Source: an optimization exercise on an open RTL-to-GDS flow (aim: small area). Production flows keep margins and buffers that such runs may drop. Function was checked by simulation only, so behaviour that the tests miss may differ from the original. Power figures rest on the tool's default switching activity, not on a simulated workload.

==> module pkt_data_shift, before the edit <==
module pkt_data_shift (
    input   logic           clk,
    input   logic           rst,
    input   logic           in_pkt_sop,
    input   logic           in_pkt_eop,
    input   logic           in_pkt_valid,
    input   logic [511:0]   in_pkt_data,
    input   logic [5:0]     in_pkt_empty,
    output  logic           in_pkt_ready,
    input   logic [251:0]   in_meta_data,
    input   logic           in_meta_valid,
    output  logic           in_meta_ready,
    output  logic           out_pkt_sop,
    output  logic           out_pkt_eop,
    output  logic           out_pkt_valid,
    output  logic [511:0]   out_pkt_data,
    output  logic [5:0]     out_pkt_empty,
    input   logic           out_pkt_ready,
    input   logic           out_pkt_almost_full,
    output  logic [251:0]   out_meta_data,
    output  logic           out_meta_valid,
    input   logic           out_meta_ready,
    input   logic           out_meta_almost_full
);
localparam PROT_UDP = 8'h11;
logic busy, pend, udp, first;
logic g;                         
logic idle;
assign idle = !busy & !pend;
logic [5:0]     e_r;             
logic [175:0]   tl;              
logic           tmp_sop, tmp_eop, tmp_valid;
logic [5:0]     tmp_empty;
logic [511:0]   tmp_data;
logic proceed, acc, prot_udp, u, fit;
assign proceed  = in_meta_valid & !out_meta_almost_full & !out_pkt_almost_full;
assign in_pkt_ready  = busy | proceed;
assign in_meta_ready = in_pkt_sop & in_pkt_valid & in_pkt_ready;
assign acc      = !busy & proceed & in_pkt_valid & in_pkt_sop;
assign prot_udp = in_meta_data[251:244] == PROT_UDP;
assign u        = busy ? udp : prot_udp;
logic [175:0] tn;
genvar gj;
generate
    for (gj = 0; gj < 22; gj++) begin : g_tn
        if (gj < 7) begin : g_m
            pkt_data_shift_sel3 s [7:0] (
                .a(in_pkt_data[511-8*(42+gj) -: 8]), .na(!u),
                .b(in_pkt_data[511-8*(47+gj) -: 8]), .nb(u | !busy),
                .c(in_meta_data[55-8*gj -: 8]),      .nc(u | busy),
                .o(tn[175-8*gj -: 8]));
        end else if (gj < 17) begin : g_s
            pkt_data_shift_sel2 s [7:0] (
                .a(in_pkt_data[511-8*(42+gj) -: 8]), .na(!u),
                .b(in_pkt_data[511-8*(47+gj) -: 8]), .nb(u),
                .o(tn[175-8*gj -: 8]));
        end else begin : g_u
            assign tn[175-8*gj -: 8] = in_pkt_data[511-8*(42+gj) -: 8];
        end
    end
endgenerate
logic [5:0] e_src, n_empty;
logic       n_eop;
assign e_src   = pend ? e_r : in_pkt_empty;
assign n_empty = e_src + ((idle ? prot_udp : udp) ? 6'd42 : 6'd47);
assign fit     = ({1'b0, in_pkt_empty} + (udp ? 7'd42 : 7'd47)) >= 7'd64;
assign n_eop   = !busy | (in_pkt_eop & fit);
logic [63:0] th;                 
logic        uo;                 
assign uo = idle ? prot_udp : udp;
always_comb begin
    for (int k = 0; k < 64; k++)
        th[k] = e_src >= 6'(k);
end
logic [63:0] kill;
always_comb begin
    for (int j = 0; j < 64; j++) begin
        logic ki, kb;
        ki = uo ? ((22 - j <= 0) ? 1'b1 : th[22 - j]) : ((17 - j <= 0) ? 1'b1 : th[17 - j]);
        kb = udp ? ((86 - j >= 64) ? 1'b0 : th[86 - j]) : ((81 - j >= 64) ? 1'b0 : th[81 - j]);
        kill[j] = busy ? (in_pkt_eop & kb) : ki;
    end
end
logic [63:0] ns_a, ns_b, ns_c, ns_d;
logic        sel_c;
assign sel_c = busy & !udp;
always_comb begin
    for (int j = 0; j < 64; j++) begin
        if (j < 22) begin
            ns_a[j] = !idle | kill[j];                   
            ns_b[j] = idle | g | (j >= 17 && sel_c) | kill[j];   
            ns_c[j] = !g | (j >= 17 && sel_c) | kill[j];         
            ns_d[j] = !sel_c | kill[j];                          
        end else begin
            ns_a[j] = !udp | kill[j];                    
            ns_b[j] = udp | kill[j];                     
            ns_c[j] = 1'b1;
            ns_d[j] = 1'b1;
        end
    end
end
logic [511:0] n_data;
generate
    for (gj = 0; gj < 64; gj++) begin : g_nd
        if (gj < 17) begin : g_t
            pkt_data_shift_sel3 s [7:0] (
                .a(tn[175-8*gj -: 8]), .na(ns_a[gj]),
                .b(tl[175-8*gj -: 8]), .nb(ns_b[gj]),
                .c(tmp_data[511-8*gj -: 8]), .nc(ns_c[gj]),
                .o(n_data[511-8*gj -: 8]));
        end else if (gj < 22) begin : g_m
            pkt_data_shift_sel4 s [7:0] (
                .a(tn[175-8*gj -: 8]), .na(ns_a[gj]),
                .b(tl[175-8*gj -: 8]), .nb(ns_b[gj]),
                .c(tmp_data[511-8*gj -: 8]), .nc(ns_c[gj]),
                .d(in_pkt_data[511-8*(gj-17) -: 8]), .nd(ns_d[gj]),
                .o(n_data[511-8*gj -: 8]));
        end else begin : g_h
            pkt_data_shift_sel2 s [7:0] (
                .a(in_pkt_data[511-8*(gj-22) -: 8]), .na(ns_a[gj]),
                .b(in_pkt_data[511-8*(gj-17) -: 8]), .nb(ns_b[gj]),
                .o(n_data[511-8*gj -: 8]));
        end
    end
endgenerate
always_ff @(posedge clk) begin
    e_r <= in_pkt_empty;
    tl <= tn;
    g  <= busy & !in_pkt_valid;
    tmp_data  <= n_data;
    tmp_empty <= n_eop ? n_empty : 6'd0;
    tmp_eop   <= n_eop;
    tmp_sop   <= idle | first;
end
always_ff @(posedge clk) begin
    if (rst) begin
        busy      <= 1'b0;
        pend      <= 1'b0;
        tmp_valid <= 1'b0;
    end else begin
        if (busy) begin
            tmp_valid <= in_pkt_valid;
            if (in_pkt_valid & in_pkt_eop) begin
                busy <= 1'b0;
                pend <= !fit;
            end
        end else begin
            tmp_valid <= pend | (acc & in_pkt_eop);
            busy      <= acc & !in_pkt_eop;
            pend      <= acc & in_pkt_eop & pend;
        end
    end
end
always_ff @(posedge clk) begin
    if (acc) begin
        udp   <= prot_udp;
        first <= 1'b1;
    end else if (busy & in_pkt_valid) begin
        first <= 1'b0;
    end
end
always_ff @(posedge clk) begin
    out_pkt_valid <= tmp_valid;
    out_pkt_sop   <= tmp_sop;
    out_pkt_eop   <= tmp_eop;
    out_pkt_empty <= tmp_empty;
    out_pkt_data  <= tmp_data;
end
always_ff @(posedge clk) begin
    if (rst)
        out_meta_valid <= 1'b0;
    else
        out_meta_valid <= in_meta_valid & in_meta_ready;
    out_meta_data <= in_meta_data;
end
endmodule
clock: 5.0 ns
lec_check: 0
cap_margin: 20
core_area: 5 5 335 335
die_area: 0 0 340 340
gpl_timing_driven: 0
setup_slack_margin: 0.2
slew_margin: 20
synth_hierarchical: 1
synth_minimum_keep_size: 0
standard.sh (not shown) runs the stock make flow with config.mk's settings and CLKGATE_MAP_FILE= SYNTH_SCRIPT=/design/flow/synth_recipe.tcl, a recipe that flattens the netlist after the stock synthesis.
==> flow/flow/run.sh <==
#!/bin/bash
# Standard ORFS layout (the standard.sh) with these changes:
#  * the port buffers are buf_1 cells instead of the resizer's default pick
#  * CTS without dummy loads, larger sink clusters
#  * pins may sit one routing track apart, so that the ports fit on a smaller die
# The full make output goes to standard.log; ORFS keeps per-step logs in orfs/logs.
set -uo pipefail
bash standard.sh \
  'BUFFER_PORTS_ARGS=-buffer_cell sky130_fd_sc_hd__buf_1' \
  'CTS_ARGS=-sink_clustering_enable -repair_clock_nets -dont_use_dummy_load -buf_list sky130_fd_sc_hd__clkbuf_16 -sink_clustering_size 26 -sink_clustering_max_diameter 100' \
  'PLACE_PINS_ARGS=-min_distance 1 -min_distance_in_tracks' \
  finish > standard.log 2>&1
Edit:
--- a/flow/design.v
+++ b/flow/design.v
@@ -66,19 +66,8 @@
 assign fit     = ({1'b0, in_pkt_empty} + (udp ? 7'd42 : 7'd47)) >= 7'd64;
 assign n_eop   = !busy | (in_pkt_eop & fit);
-logic [63:0] th;                 
-logic        uo;                 
-assign uo = idle ? prot_udp : udp;
-always_comb begin
-    for (int k = 0; k < 64; k++)
-        th[k] = e_src >= 6'(k);
-end
 logic [63:0] kill;
 always_comb begin
-    for (int j = 0; j < 64; j++) begin
-        logic ki, kb;
-        ki = uo ? ((22 - j <= 0) ? 1'b1 : th[22 - j]) : ((17 - j <= 0) ? 1'b1 : th[17 - j]);
-        kb = udp ? ((86 - j >= 64) ? 1'b0 : th[86 - j]) : ((81 - j >= 64) ? 1'b0 : th[81 - j]);
-        kill[j] = busy ? (in_pkt_eop & kb) : ki;
-    end
+    for (int j = 0; j < 64; j++)
+        kill[j] = n_eop & ({1'b0, n_empty} + 7'(j) >= 7'd64);
 end
 logic [63:0] ns_a, ns_b, ns_c, ns_d;
Outcome:
- The changed run produced a clean layout
- clock-buffer cell count is unchanged
- hold slack gets worse by 19 ps
- routed wire length is lower by 7.1%
- utilization goes down by 0.58 points
- total power climbs by 9.2%
- clock power hardly moves
- clock skew came out higher by 9.9 ps
- cell area goes down by 1.3%
- worst setup slack got worse by 260 ps
- global-route usage went down by 2.1 points
- non-clock buffer count went down by 37
- first-iteration DRC count shrinks by about 22%
- area after synthesis shrinks by about 2%
- synthesized cell count went down by about 4.5%

## afterwards: timing with drivers on the ports
Ports are ideal in the flow. The routed layouts listed here were re-timed in OpenROAD.
Step 1, drivers: a clkbuf_16 drives clk and a buf_2 each remaining input, both assumed.
Step 2 also shifts input and output timing later by t, the mid clock arrival at the registers, as if the neighbouring blocks saw the same clock.
Three values: ideal, step 1, step 2; two values: the first two.
run	t (ns)	setup WS [ns]	worst setup path at the end	worst register clock-pin slew, ns	worst data-port slew with drivers (ns)
the first run	0.710	0.452 / 0.452 / 0.452	register to register	0.11 / 0.11	0.25
the second run	0.710	0.190 / 0.239 / -0.471	input to register	0.10 / 0.10	0.16
Met with ideal ports but missed after step 2: setup timing in the second run. For the second run, which loses most, drivers alone change the setup slack by +0.049 ns; drivers and shift together by -0.661 ns.
